What follows belongs to an exercise in optimizing a design on an open flow for small area; a production flow would make more cautious choices.
In this exercise RTL edits were held to simulation tests only and were not proved equivalent to the original.
No driver is modelled on the clock port, so clock power and skew are understated where the tree is cut down; a real chip needs a root buffer or a tree.
No activity file was given, so power comes from the tool's default toggle rates.

==> flow/design.v <==
module TrafficLightController(clk, rst, standby, test,
	G1Y1, R1G2, Y2R2,
	G1en, Y1en, R1en,
	G2en, Y2en, R2en) ;
	input 		clk, rst, standby, test ;
	output[6:0] G1Y1, R1G2, Y2R2 ;
	output 		G1en, Y1en, R1en,
					G2en, Y2en, R2en ;
	reg [12:0]	a ;
	wire		aw = a[1] & a[2] & a[3] & a[4] & a[5] & ~a[6] & a[7] & ~a[8] & a[9] & a[10] & ~a[12] ;
	always @(posedge clk)
		a <= (rst | aw) ? 13'd0 : {~a[11:0], a[2] ^ a[12]} ;
	reg			t ;
	reg [6:0]	m ;
	wire		c100 = t ;
	wire		en = aw & t ;
	wire		mdet = m[0] & m[1] & ~m[3] & ~m[4] & m[5] & ~m[6] ;
	wire		tick = en & mdet ;
	always @(posedge clk)
		if (rst) begin
			t <= 1'b0 ;
			m <= 7'b0010111 ;
		end else begin
			t <= t ^ aw ;
			if (en) m <= mdet ? 7'b0011111 : {m[5:0], m[6] ^ m[5]} ;
		end
	localparam [5:0] PF = 6'b000001 ;	 
	reg [5:0]	f_q ;
	wire [5:0]	f = f_q ^ PF ;
	wire		x = f[5], z = f[4] ;
	wire [3:0]	rem = f[3:0] ;
	wire		yy = &rem ;
	wire		pend = (rem == 4'd0) | yy ;
	wire		ry = x & ~z, yr = ~x & z ;
	wire [3:0]	ld = {~ry, ~ry & ~yr, 1'b0, ry | yr} ;
	reg [5:0]	f_d ;
	always @(*) begin
		f_d = f ;
		if (rst || standby)
			f_d = 6'b111111 ;
		else if (tick) begin
			if (pend)
				f_d = {z, ~x, ld} ;
			else
				f_d[3:0] = test ? 4'd0 : {rem[2:0], ~(rem[3] ^ rem[0])} ;
		end
	end
	always @(posedge clk) f_q <= f_d ^ PF ;
	wire		G1 = ~x & ~z, Y1 = (~x & z) | yy, R1 = x & ~yy ;
	wire		G2 = x & z & ~yy, Y2 = (x & ~z) | yy, R2 = ~x ;
	wire		o1 = c100 ? G1 : Y1 ;
	wire		o2 = c100 ? R1 : G2 ;
	wire		o3 = c100 ? Y2 : R2 ;
	assign G1Y1 = {{6{o1}}, 1'b0} ;
	assign R1G2 = {{6{o2}}, 1'b0} ;
	assign Y2R2 = {{6{o3}}, 1'b0} ;
	assign {G1en, Y1en, R1en, G2en, Y2en, R2en} = c100 ? 6'b010101 : 6'b101010 ;
endmodule
clock: 10.0 ns
lec_check: 0
cap_margin: 20
core_area: 2 2 60 60
die_area: 0 0 62 62
place_density: 0.6
slew_margin: 20
standard.sh (not shown) runs the stock make flow with config.mk's settings and CLKGATE_MAP_FILE= SYNTH_SCRIPT=/design/flow/synth_recipe.tcl, a recipe that flattens the netlist after the stock synthesis.
==> flow/flow/run.sh <==
#!/bin/bash
# Own layout flow:
#  1. the standard synthesis;
#  2. the combinational cells re-mapped by a few area-oriented ABC scripts
#     (flow/resyn.sh), each result proven equivalent to the standard
#     netlist (same flip-flops, same names), and the smallest kept;
#  3. the standard layout from that netlist, with port buffers of the
#     smallest buffer cell, one tie cell for the constant outputs and the
#     clock tree collapsed to one root buffer (buf_12).
set -euo pipefail
W=$PWD
F=$W/flow
LIB=$FLOW_HOME/platforms/$FLOW_PLATFORM/lib/sky130_fd_sc_hd__tt_025C_1v80.lib
R=$W/orfs/results/$FLOW_PLATFORM/TrafficLightController/base
KNOBS=("BUFFER_PORTS_ARGS=-buffer_cell sky130_fd_sc_hd__buf_1"
       "CTS_ARGS=-sink_clustering_enable -repair_clock_nets -dont_use_dummy_load -buf_list sky130_fd_sc_hd__clkbuf_8 -root_buf sky130_fd_sc_hd__clkbuf_8"
       "POST_CTS_TCL=$F/flatten_ct.tcl"
       "SKIP_REPAIR_TIE_FANOUT=1")

bash standard.sh "${KNOBS[@]}" synth > $W/make_synth.log 2>&1

cp $R/1_2_yosys.v $W/std_netlist.v
bash $F/resyn.sh $W/std_netlist.v $W/resyn_netlist.v $W/resyn > $W/resyn.log 2>&1
if ! cmp -s $W/std_netlist.v $W/resyn_netlist.v; then
  cp $W/resyn_netlist.v $R/1_2_yosys.v
  rm -f $R/1_synth.odb $R/1_synth.sdc
fi

bash standard.sh "${KNOBS[@]}" finish > $W/make_flow.log 2>&1
Other scripts of this flow, unchanged in this note and not shown: flow/flow/abc_b1.script, flow/flow/abc_d1.script, flow/flow/abc_d3.script, flow/flow/abc_d6.script, flow/flow/abc_e2.script, flow/flow/abc_e4.script, flow/flow/abc_e7.script, flow/flow/abc_e8.script, flow/flow/equiv.ys, flow/flow/flatten_ct.tcl, flow/flow/resyn.sh, flow/flow/resyn.ys
Next try:
--- a/flow/design.v
+++ b/flow/design.v
@@ -21,31 +21,31 @@
 			t <= 1'b0 ;
 			m <= 7'b0010111 ;
 		end else begin
 			t <= t ^ aw ;
 			if (en) m <= mdet ? 7'b0011111 : {m[5:0], m[6] ^ m[5]} ;
 		end
-	localparam [5:0] PF = 6'b000001 ;	 
+	localparam [5:0] PF = 6'b000100 ;	 
 	reg [5:0]	f_q ;
 	wire [5:0]	f = f_q ^ PF ;
 	wire		x = f[5], z = f[4] ;
 	wire [3:0]	rem = f[3:0] ;
 	wire		yy = &rem ;
 	wire		pend = (rem == 4'd0) | yy ;
 	wire		ry = x & ~z, yr = ~x & z ;
-	wire [3:0]	ld = {~ry, ~ry & ~yr, 1'b0, ry | yr} ;
+	wire [3:0]	ld = {yr, ~ry & ~yr, yr, ry | yr} ;
 	reg [5:0]	f_d ;
 	always @(*) begin
 		f_d = f ;
 		if (rst || standby)
 			f_d = 6'b111111 ;
 		else if (tick) begin
 			if (pend)
 				f_d = {z, ~x, ld} ;
 			else
-				f_d[3:0] = test ? 4'd0 : {rem[2:0], ~(rem[3] ^ rem[0])} ;
+				f_d[3:0] = test ? 4'd0 : {rem[2:0], ~(rem[3] ^ rem[2])} ;
 		end
 	end
 	always @(posedge clk) f_q <= f_d ^ PF ;
 	wire		G1 = ~x & ~z, Y1 = (~x & z) | yy, R1 = x & ~yy ;
 	wire		G2 = x & z & ~yy, Y2 = (x & ~z) | yy, R2 = ~x ;
 	wire		o1 = c100 ? G1 : Y1 ;
Sequential share of layout area fell by 0.37 points.
Final cell count fell by 0.54%.
Core utilization rose by 0.27 points.
Clock-buffer cell count does not change.
Sequential cell count stays the same.
Power hardly moves.
Register-to-register slack improved by 0.43 ns.
Wire length rose by 4.6%.
Setup slack improved by 0.23 ns.
Die area stays the same.
First-iteration DRC count rose by 89%.
Clock skew fell by 0.0033 ns.
Critical path depth rose by 1.
Cell area rose by 0.77%.

-- re-timing with driven ports --
No port has a modelled driver above. Below, the same layouts with a new extraction and two added sets of constraints.
Step 1 (the two cells are an assumption about what drives the block):
set clk [get_ports {clk}]
set_driving_cell -lib_cell sky130_fd_sc_hd__clkbuf_16 $clk
set_driving_cell -lib_cell sky130_fd_sc_hd__buf_2 [delete_from_list [all_inputs] $clk]
Step 2 also shifts input and output timing later by t, the mid clock arrival at the registers, as if the neighbouring blocks saw the same clock.
a / b / c = no drivers / after step 1 / after step 2; a / b = the first two.
run | t, ns | setup WS [ns] | worst setup path after step 2
the first run | 0.160 | 6.301 / 6.274 / 6.433 | register to output
the second run | 0.158 | 6.532 / 6.504 / 6.662 | register to output
After both steps setup and hold are still met in every run listed.
